Context: an optimization exercise on an open-source flow, tuned for small area. The choices shown serve that exercise and are no tape-out recipe. Function was checked by simulation only, so behaviour that the tests miss may differ from the original.

==> flow/design.v <==
module interFrameSpace (samplePoint, rst, canRX, frameReady, endOverload, isOverload, isStart);
	input wire samplePoint, rst, canRX, frameReady, endOverload;
	output wire isOverload, isStart;
	parameter bit1_intermission = 0, bit2_intermission = 1, bit3_intermission = 2, bus_idle = 3;
	reg [1:0]state;
	reg isOverload0, isStart0;
	reg endError;
	assign isOverload = isOverload0;
	assign isStart = isStart0;
	always @ (posedge samplePoint) begin
		if (rst) begin
			state <= bus_idle;
			isOverload0 <= 0;
			isStart0 <= 0;
			endError <= 0;
		end else begin
		if (frameReady == 0)begin
			state <= bit1_intermission;
			isOverload0 <= 0;
			isStart0 <= 0;
			if (endOverload)
				endError <= 1;
		end
		if (isOverload) begin
			isOverload0 <= 0;
		end
		if (frameReady == 1 && endOverload == 1) begin
			if (canRX == 1) begin
				state <= bit2_intermission;
				isOverload0 <= 0;
				isStart0 <= 0;
			end else begin
				state <= bit1_intermission;
				isOverload0 <= 1;
				isStart0 <= 0;
			end
		end
		if ((frameReady == 1 && endOverload == 0) || endError == 1) begin
			case (state)
				bit1_intermission:
					if (canRX == 1) begin
						state <= bit2_intermission;
						isOverload0 <= 0;
						isStart0 <= 0;
					end else begin
						state <= bit1_intermission;
						isOverload0 <= 1;
						isStart0 <= 0;
						endError <= 0;
					end
				bit2_intermission:
					if (canRX == 1) begin
						state <= bit3_intermission;
						isOverload0 <= 0;
						isStart0 <= 0;
					end else begin
						state <= bit1_intermission;
						isOverload0 <= 1;
						isStart0 <= 0;
						endError <= 0;
					end
				bit3_intermission:
					if (canRX == 1) begin
						state <= bus_idle;
						isOverload0 <= 0;
						isStart0 <= 0;
					end else begin
						state <= bit1_intermission;
						isOverload0 <= 0;
						isStart0 <= 1;
						endError <= 0;
					end
				bus_idle:
					if (canRX == 1) begin
						state <= bus_idle;
						isOverload0 <= 0;
						isStart0 <= 0;
					end else begin
						state <= bit1_intermission;
						isOverload0 <= 0;
						isStart0 <= 1;
						endError <= 0;
					end
			endcase
		end
		end
	end
endmodule
module overload (samplePoint, rst, canRX, isOverload, isError, endOverload);
	input wire samplePoint, rst, canRX, isOverload, isError;
	output reg endOverload;
	reg [3:0] count;
	reg del;
	reg alredyOverError;
	wire active = isOverload | isError | alredyOverError;
	wire flag = ~count[3] & ~(count[2] & (count[1] | count[0]));
	wire c7 = count[2] & count[1] & count[0];
	wire c11 = count[3] & count[1] & count[0];
	always @ (posedge samplePoint) begin
		if (rst) begin
			count <= 4'd0;
			del <= 1'b0;
			endOverload <= 1'b0;
			alredyOverError <= 1'b0;
		end else begin
			endOverload <= 1'b0;
			if (active) begin
				alredyOverError <= 1'b1;
				if (!del) begin
					if (!canRX)
						count <= (!flag && c11) ? 4'd0 : count + 4'd1;
					else if (flag)
						count <= 4'd0;
					else begin
						del <= 1'b1;
						count <= 4'd1;
					end
				end else begin
					if (canRX) begin
						if (c7) begin
							endOverload <= 1'b1;
							alredyOverError <= 1'b0;
							del <= 1'b0;
							count <= 4'd0;
						end else
							count <= count + 4'd1;
					end else begin
						del <= 1'b0;
						count <= {3'b000, c7};
					end
				end
			end
		end
	end
endmodule
module framecontroller
(
	input	sp, rst, CAN_RX, reset, isStuff, errorFlag,
	input	[4:0] size,
	output reg BS_onoff,
	output reg [1:0] CRCtype,
	output reg BRS_Stop,
	output wire invalidBit,
	output reg CRCcalc_on,
	output wire CRCtime,
	output wire ackValue,
	output reg RTR_SRR,
	output reg IDE,
	output reg EDL,
	output reg BRS,
	output reg RTR_r1,
	output reg frameReady
);
	localparam [3:0] ARB = 4'd0, RTR = 4'd1, IDEs = 4'd2, EXT = 4'd3,
	                 EXTRTR = 4'd4, R1EDL = 4'd5, R0EDL = 4'd6, R0FD = 4'd7,
	                 BRSs = 4'd8, ESI = 4'd9, DLC = 4'd10, DATA = 4'd11,
	                 CRC = 4'd12, TAIL = 4'd13, ERR = 4'd14;
	reg [3:0] state;
	reg [8:0] cnt;
	reg big;    
	assign invalidBit = 1'b0;
	assign ackValue = 1'b0;
	assign CRCtime = |CRCtype;
	wire zero = (cnt == 9'd0);
	wire [3:0] dlc = {cnt[2:0], CAN_RX};
	reg [5:0] nbm1;
	always @* begin
		if (!EDL || !dlc[3])
			nbm1 = dlc[3] ? 6'd7 : {3'b000, dlc[2:0] - 3'd1};
		else case (dlc[2:0])
			3'd0: nbm1 = 6'd7;
			3'd1: nbm1 = 6'd11;
			3'd2: nbm1 = 6'd15;
			3'd3: nbm1 = 6'd19;
			3'd4: nbm1 = 6'd23;
			3'd5: nbm1 = 6'd31;
			3'd6: nbm1 = 6'd47;
			default: nbm1 = 6'd63;
		endcase
	end
	always @ (posedge sp) begin
		if (rst) begin
			state <= ERR;
			frameReady <= 1'b1;
			BS_onoff <= 1'b0;
			CRCtype <= 2'd0;
			CRCcalc_on <= 1'b0;
			BRS_Stop <= 1'b0;
			RTR_SRR <= 1'b0;
			IDE <= 1'b0;
			EDL <= 1'b0;
			BRS <= 1'b0;
			RTR_r1 <= 1'b0;
		end else if (reset) begin
			state <= errorFlag ? ERR : ARB;
			frameReady <= 1'b0;
			BS_onoff <= 1'b1;
			CRCtype <= 2'd0;
			CRCcalc_on <= 1'b1;
			BRS_Stop <= 1'b0;
			RTR_SRR <= 1'b0;
			IDE <= 1'b0;
			EDL <= 1'b0;
			BRS <= 1'b0;
			RTR_r1 <= 1'b0;
		end else if (!isStuff) begin
			case (state)
				ARB: if (size[3] && size[1]) state <= RTR;    
				RTR: begin
					RTR_SRR <= CAN_RX;
					state <= IDEs;
				end
				IDEs: begin
					IDE <= CAN_RX;
					if (!CAN_RX) state <= R0EDL;
					else if (RTR_SRR) state <= EXT;
					else state <= ERR;
				end
				EXT: if (&size[4:1]) state <= EXTRTR;    
				EXTRTR: begin
					RTR_r1 <= CAN_RX;
					state <= R1EDL;
				end
				R1EDL, R0EDL: begin
					EDL <= CAN_RX;
					cnt <= 9'd1;
					if (CAN_RX) state <= R0FD;
					else if (state == R1EDL) state <= R0EDL;
					else state <= DLC;
				end
				R0FD: state <= CAN_RX ? ERR : BRSs;
				BRSs: begin
					BRS <= CAN_RX;
					BRS_Stop <= CAN_RX;
					state <= ESI;
				end
				ESI: state <= DLC;
				DLC: begin
					if (!cnt[3]) begin
						cnt <= {cnt[7:0], CAN_RX};
					end else if (dlc != 4'd0) begin
						cnt <= {nbm1, 3'b111};
						big <= EDL & dlc[3] & (dlc[2] | (dlc[1] & dlc[0]));
						state <= DATA;
					end else begin
						cnt <= EDL ? 9'd16 : 9'd14;
						state <= CRC;
					end
				end
				DATA: begin
					if (EDL) BRS_Stop <= 1'b1;
					cnt <= cnt - 9'd1;
					if (zero) begin
						cnt <= !EDL ? 9'd14 : big ? 9'd20 : 9'd16;
						state <= CRC;
					end
				end
				CRC: begin
					CRCcalc_on <= 1'b0;
					if (CRCtype == 2'd0)
						CRCtype <= {cnt[4], ~cnt[4] | cnt[2]};
					cnt <= cnt - 9'd1;
					if (zero) begin
						cnt <= 9'd9;
						state <= TAIL;
					end
				end
				TAIL: begin
					CRCtype <= 2'd0;
					BS_onoff <= 1'b0;
					BRS_Stop <= 1'b0;
					cnt <= cnt - 9'd1;
					if (!CAN_RX && ((cnt[3] && cnt[0]) || (cnt[2] && cnt[1] && cnt[0])))
						state <= ERR;
					else if (zero) begin
						frameReady <= 1'b1;
						state <= ERR;
					end
				end
				default: ;
			endcase
		end
	end
endmodule
module DatavsRemote(
RTR_SRR,
IDE,
RTR_r1,
isRemote
);
	input RTR_SRR, IDE, RTR_r1;
	output isRemote;
	assign isRemote = RTR_SRR & (IDE ~^ RTR_r1);
endmodule
module frameSize
(
	input	sp, rst, isStuff, reset,
	output reg [9:0] size
);
	always @ (posedge sp) begin
		if (rst)
			begin
				size <= 10'b0;
			end
		else if (reset)
			begin
				size <= 10'b1;
			end
		else if (~isStuff)
			begin
				size <= size + 1;
			end
	end
endmodule
module frameStorage
(
	input	sp, rst, CAN_RX, isStuff, reset,
	output reg [150:0] frame
);
	wire clr = rst | reset;
	wire hold = isStuff & ~clr;
	wire shift = ~isStuff & ~clr;
	always @ (posedge sp) begin
		frame[150:1] <= ({150{hold}} & frame[150:1]) | ({150{shift}} & frame[149:0]);
		frame[0] <= ~rst & ((isStuff & ~reset) ? frame[0] : CAN_RX);
	end
endmodule
module frameMakerTop (samplePoint, reset, canRX, isError, isStuff, endOverload, BS_onoff, CRCtype, BRS_Stop, invalidBit, CRCcalc_on, CRCtime, ackValue, IDE, EDL, BRS, isRemote, size, frame, frameReady, isStart);
	input wire samplePoint, reset, canRX, isError, isStuff;
	output wire endOverload, BS_onoff, BRS_Stop, invalidBit, CRCcalc_on, CRCtime, ackValue, IDE, EDL, BRS, isRemote, frameReady, isStart;
	output wire [1:0] CRCtype;
	output wire [9:0] size;
	output wire [150:0] frame;
	wire isOverloadFromInterframe, RTR_SRR, RTR_r1;
	interFrameSpace ifs (samplePoint, reset, canRX, frameReady, endOverload, isOverloadFromInterframe, isStart);
	overload ov (samplePoint, reset, canRX, isOverloadFromInterframe, isError, endOverload);
	framecontroller fc (samplePoint, reset, canRX, isStart, isStuff, isError, size[4:0], BS_onoff, CRCtype, BRS_Stop, invalidBit, CRCcalc_on, CRCtime, ackValue, RTR_SRR, IDE, EDL, BRS, RTR_r1, frameReady);
	DatavsRemote dr (RTR_SRR, IDE, RTR_r1, isRemote);
	frameSize fsz (samplePoint, reset, isStuff, isStart, size);
	frameStorage fst (samplePoint, reset, canRX, isStuff, isStart, frame);
endmodule
export LEC_CHECK = 0
export ABC_AREA = 1
export CAP_MARGIN = 20
export CORE_MARGIN = 2
export CORE_UTILIZATION = 60
export SLEW_MARGIN = 20
create_clock -name core_clock -period 5.0 [get_ports {samplePoint}]
standard.sh (not shown) runs the stock make flow with config.mk's settings and CLKGATE_MAP_FILE= SYNTH_SCRIPT=/design/flow/synth_recipe.tcl, a recipe that flattens the netlist after the stock synthesis.
==> flow/flow/run.sh <==
#!/bin/bash
# Layout flow: the standard ORFS flow (standard.sh) with three changes:
#  - synthesis maps the logic with an area-oriented ABC script (flow/area.abc);
#    the rest of the synthesis script, and so every register, is unchanged
#  - ports are buffered with sky130_fd_sc_hd__buf_1
#  - the clock tree uses small clock buffers and no dummy loads
# Each tool's output goes to the ORFS logs under orfs/logs and to standard.log.
set -uo pipefail
W=$PWD
F=$W/flow
sed 's#^source \$::env(SCRIPTS_DIR)/synth_preamble.tcl$#&\nset abc_args [lreplace $abc_args 1 1 '"$F"'/area.abc]#' \
  "$FLOW_HOME/scripts/synth.tcl" > "$W/my_synth.tcl"
grep -q "area.abc" "$W/my_synth.tcl" || { echo "synth.tcl patch failed"; exit 1; }
sed 's#source \$::env(SCRIPTS_DIR)/synth.tcl#source '"$W"'/my_synth.tcl#' synth_recipe.tcl > "$W/my_synth_recipe.tcl"
grep -q "my_synth.tcl" "$W/my_synth_recipe.tcl" || { echo "synth_recipe.tcl patch failed"; exit 1; }
sed 's#SYNTH_SCRIPT=[^ ]*#SYNTH_SCRIPT='"$W"'/my_synth_recipe.tcl#' standard.sh > "$W/my_standard.sh"
grep -q "my_synth_recipe.tcl" "$W/my_standard.sh" || { echo "standard.sh patch failed"; exit 1; }
export BUFFER_PORTS_ARGS="-buffer_cell sky130_fd_sc_hd__buf_1"
export CTS_ARGS="-sink_clustering_enable -repair_clock_nets -dont_use_dummy_load -buf_list sky130_fd_sc_hd__clkbuf_8 -root_buf sky130_fd_sc_hd__clkbuf_8 -sink_clustering_size 24 -sink_clustering_max_diameter 60"
bash "$W/my_standard.sh" > "$W/standard.log" 2>&1
==> flow/flow/area.abc <==
strash
&get -n
&dch
&nf -R 1000
&put
topo
stime -c
==> next run, changes <==
--- a/flow/design.v
+++ b/flow/design.v
@@ -135,9 +135,8 @@
 endmodule
 module framecontroller
 (
 	input	sp, rst, CAN_RX, reset, isStuff, errorFlag,
-	input	[4:0] size,
 	output reg BS_onoff,
 	output reg [1:0] CRCtype,
 	output reg BRS_Stop,
 	output wire invalidBit,
@@ -192,8 +191,9 @@
 			BRS <= 1'b0;
 			RTR_r1 <= 1'b0;
 		end else if (reset) begin
 			state <= errorFlag ? ERR : ARB;
+			cnt <= 9'd9;
 			frameReady <= 1'b0;
 			BS_onoff <= 1'b1;
 			CRCtype <= 2'd0;
 			CRCcalc_on <= 1'b1;
@@ -204,20 +204,27 @@
 			BRS <= 1'b0;
 			RTR_r1 <= 1'b0;
 		end else if (!isStuff) begin
 			case (state)
-				ARB: if (size[3] && size[1]) state <= RTR;    
+				ARB: begin
+					cnt <= cnt - 9'd1;
+					if (zero) state <= RTR;
+				end
 				RTR: begin
 					RTR_SRR <= CAN_RX;
 					state <= IDEs;
 				end
 				IDEs: begin
 					IDE <= CAN_RX;
+					cnt <= 9'd17;
 					if (!CAN_RX) state <= R0EDL;
 					else if (RTR_SRR) state <= EXT;
 					else state <= ERR;
 				end
-				EXT: if (&size[4:1]) state <= EXTRTR;    
+				EXT: begin
+					cnt <= cnt - 9'd1;
+					if (zero) state <= EXTRTR;
+				end
 				EXTRTR: begin
 					RTR_r1 <= CAN_RX;
 					state <= R1EDL;
 				end
@@ -333,9 +340,9 @@
 	output wire [150:0] frame;
 	wire isOverloadFromInterframe, RTR_SRR, RTR_r1;
 	interFrameSpace ifs (samplePoint, reset, canRX, frameReady, endOverload, isOverloadFromInterframe, isStart);
 	overload ov (samplePoint, reset, canRX, isOverloadFromInterframe, isError, endOverload);
-	framecontroller fc (samplePoint, reset, canRX, isStart, isStuff, isError, size[4:0], BS_onoff, CRCtype, BRS_Stop, invalidBit, CRCcalc_on, CRCtime, ackValue, RTR_SRR, IDE, EDL, BRS, RTR_r1, frameReady);
+	framecontroller fc (samplePoint, reset, canRX, isStart, isStuff, isError, BS_onoff, CRCtype, BRS_Stop, invalidBit, CRCcalc_on, CRCtime, ackValue, RTR_SRR, IDE, EDL, BRS, RTR_r1, frameReady);
 	DatavsRemote dr (RTR_SRR, IDE, RTR_r1, isRemote);
 	frameSize fsz (samplePoint, reset, isStuff, isStart, size);
 	frameStorage fst (samplePoint, reset, canRX, isStuff, isStart, frame);
 endmodule
Hold slack is better by 0.0032 ns.
Global-route usage is higher by 0.20 points.
Clock skew is about the same.
Setup slack is worse by 0.11 ns.
Fmax is lower by 3.4%.
Via count is lower by 1.2%.
Non-clock buffer count is higher by 2.

-- static timing again, ports no longer ideal --
In the flow no input, the clock included, has a driving cell. The finished layouts below were timed again as built, in two steps. Step 1 (the two cells are an assumption about what drives the block):
set clk [get_ports {samplePoint}]
set_driving_cell -lib_cell sky130_fd_sc_hd__clkbuf_16 $clk
set_driving_cell -lib_cell sky130_fd_sc_hd__buf_2 [delete_from_list [all_inputs] $clk]
Step 2 also shifts input and output timing later by t, the mid clock arrival at the registers, as if the neighbouring blocks saw the same clock. a / b / c = no drivers / after step 1 / after step 2; a / b = the first two.
| run | t, ns | slack for setup (ns) | worst setup path after step 2 |
|---|---|---|---|
| the first run | 0.468 | 1.824 / 1.834 / 1.366 | input to register |
| the second run | 0.471 | 1.712 / 1.712 / 1.570 | input to register |
After both steps setup and hold are still met in every run listed. The setup slack of the first run, which loses most, moves by +0.010 ns with the drivers and by -0.458 ns with both steps.
